This design comes from an exercise in tuning for small area on the open sky130 flow, not from production work. Only simulation tests tie the RTL to the original design; equivalence was not proved. Power figures rest on the tool's default switching activity, not on a simulated workload.

job 2560:
Design ESLab_VGA, start of the top module:
module ESLab_VGA(CLOCK_50,RESET,VGA_R,VGA_G,VGA_B,VGA_BLANK_N,VGA_CLK,VGA_HS,VGA_SYNC_N,VGA_VS,
                 KEY,SW,LEDR,LEDG);
Size in the first run: ~450 cells after synthesis, roughly 43 I/O pins.
clock: 20.0 ns
lec_check: 0
abc_area: 1
cap_margin: 20
core_margin: 2
core_utilization: 40
cts_buf_list: sky130_fd_sc_hd__clkbuf_4 sky130_fd_sc_hd__clkbuf_8
cts_cluster_size: 10
slew_margin: 20
standard.sh (not shown) runs the stock make flow with config.mk's settings and CLKGATE_MAP_FILE= SYNTH_SCRIPT=/design/flow/synth_recipe.tcl, a recipe that flattens the netlist after the stock synthesis.
==> flow/flow/run.sh <==
#!/bin/bash
set -uo pipefail
W=$(pwd)
F=$W/flow
R=$W/orfs/results/$FLOW_PLATFORM/ESLab_VGA/base
YOSYS=$FLOW_HOME/../tools/install/yosys/bin/yosys
export LIB=$FLOW_HOME/platforms/sky130hd/lib/sky130_fd_sc_hd__tt_025C_1v80.lib
export TOP=$FLOW_TOP

bash standard.sh synth > std_synth.log 2>&1 || exit 1
cp $R/1_2_yosys.v std.v

export DU="$(grep -oE 'cell \("sky130_fd_sc_hd__(lpflow|probe)[a-z0-9_]*' $LIB | sed 's/cell ("/-dont_use /' | tr '\n' ' ')"
$YOSYS -q -p "read_liberty -ignore_miss_func $LIB; write_verilog -noattr models_raw.v" > models.log 2>&1
python3 $F/models.py models_raw.v models.v >> models.log 2>&1
export MODELS=$W/models.v

# candidate NAME: make cand_NAME.v, then check it
reopt() {  # name script
  MODELS=$W/models.v IN_V=$W/std.v OUT_V=$W/cand_$1.v ABC_SCRIPT=$F/$2 $YOSYS -c $F/reopt.tcl > cand_$1.log 2>&1
}
own() {    # name script
  DESIGN_V=$W/design.v OUT_V=$W/own_$1.v ABC_SCRIPT=$F/$2 $YOSYS -c $F/own.tcl > cand_$1.log 2>&1 &&
  python3 $F/rename.py std.v own_$1.v cand_$1.v >> cand_$1.log 2>&1
}
reopt A abc.script &
own B abc.script &
reopt C abc_deep.script &
own D abc_deep.script &
wait

best=std; best_area=1e12
for c in A B C D; do
  [[ -f cand_$c.v ]] || continue
  if IN_V=$W/std.v OUT_V=$W/cand_$c.v $YOSYS -c $F/equiv.tcl > equiv_$c.log 2>&1; then
    a=$($YOSYS -q -p "read_liberty -lib $LIB; read_verilog cand_$c.v; hierarchy -top $TOP; tee -o /dev/stdout stat -liberty $LIB" 2>/dev/null | grep "Chip area" | awk '{print $NF}')
    echo "candidate $c: proven equivalent, area $a" >> choice.txt
    if [[ -n "$a" ]] && python3 -c "import sys; sys.exit(0 if float('$a') < float('$best_area') else 1)"; then
      best=$c; best_area=$a
    fi
  else
    echo "candidate $c: not proven equivalent" >> choice.txt
  fi
done
echo "chosen: $best" >> choice.txt
if [[ $best != std ]]; then cp cand_$best.v $R/1_2_yosys.v; fi
touch $R/1_2_yosys.v

export BUFFER_PORTS_ARGS="-buffer_cell sky130_fd_sc_hd__buf_1"
bash standard.sh finish > std_finish.log 2>&1 || exit 1
test -f out/final.def
Other scripts of this flow, unchanged in this note and not shown: flow/flow/abc.script, flow/flow/abc_deep.script, flow/flow/equiv.tcl, flow/flow/models.py, flow/flow/own.tcl, flow/flow/rename.py, flow/flow/reopt.tcl
Looking at the reports, job 2560 completed the entire flow and the layout it produced met the timing, design-rule and antenna checks.
For job 2004, these inputs were changed with respect to job 2560:
Settings: changing CTS_CLUSTER_SIZE from 10 to 60; setting CTS_CLUSTER_DIAMETER to 500 for the first time; changing CTS_BUF_LIST from sky130_fd_sc_hd__clkbuf_4 sky130_fd_sc_hd__clkbuf_8 to sky130_fd_sc_hd__clkbuf_16.
==> comparison <==
Job 2004 went all the way through the flow, and no timing, DRC or antenna check failed. [compare] base=job 2560 new=job 2004: transition time at the pin with the least slew margin shows an increase of 0.028 ns; final-layout clock-cell area share picked up an extra 0.93 points; share of the core filled with cells rose by 0.42 points; wire length on met1 higher. Job 2004 ended with more proportion of power drawn by the clock network than job 2560. Routed length on met2 for job 2004 is higher than for job 2560. Summary — fraction of final layout cells sized beyond drive strength 1, job 2004 relative to job 2560: lower, by 0.63 points. In the metrics for job 2004 and job 2560, the one carrying the lower proportion of cell area occupied by registers is job 2004. Reported for job 2004 and job 2560, weighted congestion reported at the end of routability-driven placement turned out identical to the last digit. On job 2004: switching fraction of total power is 1.1 points lower than what job 2560 gave.
## Diff of input files: job 6240 against job 2004
Settings: removing CTS_CLUSTER_SIZE (formerly 60); removing CTS_BUF_LIST (formerly sky130_fd_sc_hd__clkbuf_16); removing CTS_CLUSTER_DIAMETER (formerly 500).
Results
Part of the total power dissipated in the clock network is higher on job 2004
In job 6240, area added between synthesis and finish is lower than in job 2004.
Lower total internal power among job 2004 and job 6240: job 6240
Worst-skew pair later-pin latency ended up 0.02 ns higher on job 6240 than on job 2004.
Number of instances in the placed design: job 6240 vs job 2004 identical
Between job 6240 and job 2004, it is job 6240 whose switching power is lower, by 0.0000013 W.
Area of the core: job 6240 vs job 2004 identical
Wire length the detailed router placed on met1 of job 6240 falls short of that of job 2004 slightly.
Summary — final hold slack, job 6240 relative to job 2004: higher, by 0.0068 ns.
Inputs modified between job 6240 and job 5437:
-- flow/flow/run.sh --
<<< job 6240, line 49
export BUFFER_PORTS_ARGS="-buffer_cell sky130_fd_sc_hd__buf_1"
bash standard.sh finish > std_finish.log 2>&1 || exit 1
>>> job 5437, line 49
export BUFFER_PORTS_ARGS="-buffer_cell sky130_fd_sc_hd__buf_1"
export CTS_ARGS="-sink_clustering_enable -repair_clock_nets -dont_use_dummy_load -buf_list sky130_fd_sc_hd__clkbuf_8"
bash standard.sh finish > std_finish.log 2>&1 || exit 1
## What came out
[compare] base=job 6240 new=job 5437: die area dropped about 0.64%; worst setup slack dropped 0.0055 ns.
Diff job 6240 -> job 5437: count of plain and timing-repair buffers saw a decrease; relative contribution of the clock network to total power lower.
Job 5437: post-synthesis instance area lower than job 6240
Job 6240 reports its endpoint of the worst setup timing path as LEDG[0] while job 5437 reports LEDG[2].
Higher leakage power of the design was reported by job 6240, not job 5437.
Re share of cells above drive strength 1: job 5437 is 0.61 points down on job 6240.
Total half-perimeter wirelength after legalization and detailed placement: job 5437 better than job 6240
Between job 5437 and job 6240, it is job 5437 whose total power consumption of the routed design is lower, by 6.7%.

Setup of PW:
Another version of the RTL of ESLab_VGA (not shown whole).
Size: ~55 flip-flops, about 43 I/O pins.
Settings: LEC_CHECK=0, ABC_AREA=1, CAP_MARGIN=20, CORE_MARGIN=2, CORE_UTILIZATION=40, SLEW_MARGIN=20; clock period 20.0 ns.
run.sh (not shown) runs the stock make flow with config.mk's settings and CLKGATE_MAP_FILE= SYNTH_SCRIPT=/design/flow/synth_recipe.tcl, a recipe that flattens the netlist after the stock synthesis.
Stock flow here: none of the scripts above is used.
Per the final summary, PW finished and its layout is clean on timing, DRC and antenna.
Edits applied to the flow inputs when going from PW to AL:
- ABC_AREA removed (was 1)
==> comparison <==
The routed wire length in AL is 1.11 times that in PW. PW has higher layout-stage area growth over the synthesis result than AL. Per the comparison of AL with PW, area share of and/or/nand/nor cells after synthesis climbed 1.4 points; clock power share went down by 6.0 points. Between AL and PW, the difference in worst setup timing slack at the placement stage is negligible. Net switching power delta (AL -> PW): insignificant. AL against PW: maximum clock rate was more or less identical; sequential share of layout area shows a reduction of 0.58 points.

ESLab_VGA, a different RTL version from the one above (not shown whole).
Size: roughly 43 I/O pins, ~0.0031 mm² of cells after synthesis.
==> flow/config.mk <==
export PLATFORM = sky130hd
export DESIGN_NAME = ESLab_VGA
export DESIGN_NICKNAME = ESLab_VGA
export VERILOG_FILES = /design/flow/design.v
export SDC_FILE = /design/flow/constraint.sdc
export NUM_CORES = 4
export LEC_CHECK = 0
export ABC_AREA = 1
export CAP_MARGIN = 20
export CORE_MARGIN = 2
export CORE_UTILIZATION = 40
export SLEW_MARGIN = 20
==> flow/constraint.sdc <==
create_clock -name core_clock -period 20.0 [get_ports {CLOCK_50}]
set_input_delay 4.0000 -clock core_clock [delete_from_list [all_inputs] [get_ports {CLOCK_50}]]
set_output_delay 4.0000 -clock core_clock [all_outputs]
set_load 0.01 [all_outputs]
standard.sh (not shown) runs the stock make flow with config.mk's settings and CLKGATE_MAP_FILE= SYNTH_SCRIPT=/design/flow/synth_recipe.tcl, a recipe that flattens the netlist after the stock synthesis.
==> flow/flow/run.sh <==
#!/bin/bash
set -uo pipefail
W=$(pwd)
F=$W/flow
R=$W/orfs/results/$FLOW_PLATFORM/ESLab_VGA/base
YOSYS=$FLOW_HOME/../tools/install/yosys/bin/yosys
export LIB=$FLOW_HOME/platforms/sky130hd/lib/sky130_fd_sc_hd__tt_025C_1v80.lib
export TOP=$FLOW_TOP

bash standard.sh synth > std_synth.log 2>&1 || exit 1
cp $R/1_2_yosys.v std.v

export DU="$(grep -oE 'cell \("sky130_fd_sc_hd__(lpflow|probe)[a-z0-9_]*' $LIB | sed 's/cell ("/-dont_use /' | tr '\n' ' ')"
$YOSYS -q -p "read_liberty -ignore_miss_func $LIB; write_verilog -noattr models_raw.v" > models.log 2>&1
python3 $F/models.py models_raw.v models.v >> models.log 2>&1
export MODELS=$W/models.v

# candidate NAME: make cand_NAME.v, then check it
reopt() {  # name script
  MODELS=$W/models.v IN_V=$W/std.v OUT_V=$W/cand_$1.v ABC_SCRIPT=$F/$2 $YOSYS -c $F/reopt.tcl > cand_$1.log 2>&1
}
own() {    # name script
  DESIGN_V=$W/design.v OUT_V=$W/own_$1.v ABC_SCRIPT=$F/$2 $YOSYS -c $F/own.tcl > cand_$1.log 2>&1 &&
  python3 $F/rename.py std.v own_$1.v cand_$1.v >> cand_$1.log 2>&1
}
reopt A abc.script &
own B abc.script &
reopt C abc_deep.script &
own D abc_deep.script &
own E abc_deepmfs.script &
wait

best=std; best_area=1e12
for c in A B C D E; do
  [[ -f cand_$c.v ]] || continue
  if IN_V=$W/std.v OUT_V=$W/cand_$c.v $YOSYS -c $F/equiv.tcl > equiv_$c.log 2>&1; then
    a=$($YOSYS -q -p "read_liberty -lib $LIB; read_verilog cand_$c.v; hierarchy -top $TOP; tee -o /dev/stdout stat -liberty $LIB" 2>/dev/null | grep "Chip area" | awk '{print $NF}')
    echo "candidate $c: proven equivalent, area $a" >> choice.txt
    if [[ -n "$a" ]] && python3 -c "import sys; sys.exit(0 if float('$a') < float('$best_area') else 1)"; then
      best=$c; best_area=$a
    fi
  else
    echo "candidate $c: not proven equivalent" >> choice.txt
  fi
done
echo "chosen: $best" >> choice.txt
if [[ $best != std ]]; then cp cand_$best.v $R/1_2_yosys.v; fi
touch $R/1_2_yosys.v

export BUFFER_PORTS_ARGS="-buffer_cell sky130_fd_sc_hd__buf_1"
export CTS_ARGS="-sink_clustering_enable -repair_clock_nets -dont_use_dummy_load -buf_list sky130_fd_sc_hd__clkbuf_8 -sink_clustering_size 30 -sink_clustering_max_diameter 200"
bash standard.sh finish > std_finish.log 2>&1 || exit 1
test -f out/final.def
==> flow/flow/abc_deepmfs.script <==
strash
&get -n
&deepsyn -T 120
&put
dc2
dch -f
amap
mfs3 -a
topo
Other scripts of this flow, unchanged in this note and not shown: flow/flow/abc.script, flow/flow/abc_deep.script, flow/flow/equiv.tcl, flow/flow/models.py, flow/flow/own.tcl, flow/flow/rename.py, flow/flow/reopt.tcl
Edit:
--- a/flow/flow/run.sh
+++ b/flow/flow/run.sh
@@ -26,3 +26,2 @@
 reopt A abc.script &
-own B abc.script &
 reopt C abc_deep.script &
@@ -30,2 +29,4 @@
 own E abc_deepmfs.script &
+own F abc_deepmfs_s1.script &
+reopt G abc_deepmfs_s1.script &
 wait
@@ -33,3 +34,3 @@
 best=std; best_area=1e12
-for c in A B C D E; do
+for c in A C D E F G; do
   [[ -f cand_$c.v ]] || continue
@@ -50,3 +51,3 @@
 export BUFFER_PORTS_ARGS="-buffer_cell sky130_fd_sc_hd__buf_1"
-export CTS_ARGS="-sink_clustering_enable -repair_clock_nets -dont_use_dummy_load -buf_list sky130_fd_sc_hd__clkbuf_8 -sink_clustering_size 30 -sink_clustering_max_diameter 200"
+export CTS_ARGS="-sink_clustering_enable -repair_clock_nets -dont_use_dummy_load -buf_list sky130_fd_sc_hd__clkbuf_8"
 bash standard.sh finish > std_finish.log 2>&1 || exit 1
==> flow/flow/abc_deepmfs_s1.script (new file) <==
strash
&get -n
&deepsyn -S 1 -T 120
&put
dc2
dch -f
amap
mfs3 -a
topo
Outcome:
- count of clock-buffer cells in the layout is unchanged
- via count does not change
- critical path depth is unchanged
- cell area stays the same
- non-clock buffer count stays the same
- setup slack stays the same
- clock skew is unchanged
- hold slack stays the same
Edit:
--- a/flow/flow/run.sh
+++ b/flow/flow/run.sh
@@ -26,7 +26,5 @@
 reopt A abc.script &
+own B abc.script &
 reopt C abc_deep.script &
 own D abc_deep.script &
-own E abc_deepmfs.script &
-own F abc_deepmfs_s1.script &
-reopt G abc_deepmfs_s1.script &
 wait
@@ -34,3 +32,3 @@
 best=std; best_area=1e12
-for c in A C D E F G; do
+for c in A B C D; do
   [[ -f cand_$c.v ]] || continue
removed: flow/flow/abc_deepmfs.script
removed: flow/flow/abc_deepmfs_s1.script
After rerunning: The changed run ran to the end with no violations; cell area is unchanged; die area does not change; synthesized cell count does not change; register-to-register slack is about the same; maximum frequency stays the same; worst setup slack is unchanged.

RTL: one of the versions met above, not the one the previous note started from.
Size in the first run: about 460 cells after synthesis, ~43 I/O pins, about 0.0032 mm² of cells after synthesis.
clock: 20.0 ns
lec_check: 0
abc_area: 1
cap_margin: 20
core_margin: 2
core_utilization: 40
slew_margin: 20
==> flow/flow/run.sh <==
#!/bin/bash
# Standard synthesis, then the combinational logic re-mapped by ABC for area (registers,
# their cell types and names untouched), checked equivalent by Yosys, then the standard
# layout steps on that netlist.
set -uo pipefail
W=$(pwd)
F=$W/flow
R=$W/orfs/results/$FLOW_PLATFORM/ESLab_VGA/base
YOSYS=$FLOW_HOME/../tools/install/yosys/bin/yosys
export LIB=$FLOW_HOME/platforms/sky130hd/lib/sky130_fd_sc_hd__tt_025C_1v80.lib
export TOP=$FLOW_TOP

bash standard.sh synth > std_synth.log 2>&1 || exit 1
cp $R/1_2_yosys.v std_1_2_yosys.v

ok=0
if $YOSYS -q -p "read_liberty -ignore_miss_func $LIB; write_verilog -noattr models_raw.v" > models.log 2>&1 &&
   python3 $F/models.py models_raw.v models.v >> models.log 2>&1; then
  export MODELS=$W/models.v IN_V=$W/std_1_2_yosys.v OUT_V=$W/reopt.v ABC_SCRIPT=$F/abc.script
  export DU="$(grep -oE 'cell \("sky130_fd_sc_hd__(lpflow|probe)[a-z0-9_]*' $LIB | sed 's/cell ("/-dont_use /' | tr '\n' ' ')"
  if $YOSYS -c $F/reopt.tcl > reopt.log 2>&1 && $YOSYS -c $F/equiv.tcl > equiv.log 2>&1; then
    ok=1
  fi
fi
if [[ $ok == 1 ]]; then
  echo "using the re-mapped netlist" > netlist_choice.txt
  cp reopt.v $R/1_2_yosys.v
else
  echo "using the standard netlist" > netlist_choice.txt
fi
touch $R/1_2_yosys.v
export BUFFER_PORTS_ARGS="-buffer_cell sky130_fd_sc_hd__buf_1"
bash standard.sh finish > std_finish.log 2>&1 || exit 1
test -f out/final.def
Other scripts of this flow, unchanged in this note and not shown: flow/flow/abc.script, flow/flow/equiv.tcl, flow/flow/models.py, flow/flow/reopt.tcl
The baseline finished clean.
Then changed:
--- a/flow/flow/run.sh
+++ b/flow/flow/run.sh
@@ -32 +31,0 @@
-export BUFFER_PORTS_ARGS="-buffer_cell sky130_fd_sc_hd__buf_1"
After rerunning:
- non-clock buffer count does not change
- utilization goes up by 2.6 points
- wire length goes up by 2.3%
- first-iteration DRC count goes down by 21%

## port drivers added, routing unchanged
In the flow no input, the clock included, has a driving cell. The finished layouts below were timed again as built, in two steps. Step 1 assumes that a clkbuf_16 drives the clock port and a buf_2 every other input. Step 2 moves the port delays by t, midway between the first and last clock arrival at a register: inputs arrive t later, outputs are due t later. That takes back most of the time a late clock gives input paths. Slacks: ideal / step 1 / step 2; pairs: ideal / step 1.
| run | shift t [ns] | setup WS [ns] | worst setup path after step 2 | clock arrival spread, ns | worst slew at a driven data input, ns |
|---|---|---|---|---|---|
| job 2560 | 0.336 | 11.722 / 11.700 / 11.700 | input to output | 0.008 / 0.008 | 0.03 |
| job 2004 | 0.319 | 11.722 / 11.700 / 11.700 | input to output | 0.006 / 0.006 | 0.03 |
| job 6240 | 0.335 | 11.722 / 11.700 / 11.700 | input to output | 0.010 / 0.010 | 0.03 |
| job 5437 | 0.332 | 11.717 / 11.694 / 11.694 | input to output | 0.020 / 0.019 | 0.03 |
| PW | 0.343 | 10.950 / 10.925 / 10.925 | input to output | 0.010 / 0.010 | 0.03 |
| AL | 0.343 | 10.954 / 10.931 / 10.931 | input to output | 0.010 / 0.010 | 0.03 |
| the first run of note 3 | 0.324 | 11.718 / 11.696 / 11.696 | input to output | 0.019 / 0.019 | 0.03 |
| the second run of note 3 | 0.324 | 11.718 / 11.696 / 11.696 | input to output | 0.019 / 0.019 | 0.03 |
| the third run of note 3 | 0.324 | 11.718 / 11.696 / 11.696 | input to output | 0.019 / 0.019 | 0.03 |
| the first run of note 4 | 0.331 | 11.719 / 11.690 / 11.690 | input to output | 0.007 / 0.007 | 0.03 |
| the second run of note 4 | 0.335 | 10.934 / 10.905 / 10.905 | input to output | 0.010 / 0.009 | 0.03 |
After both steps every run listed still meets setup and hold.
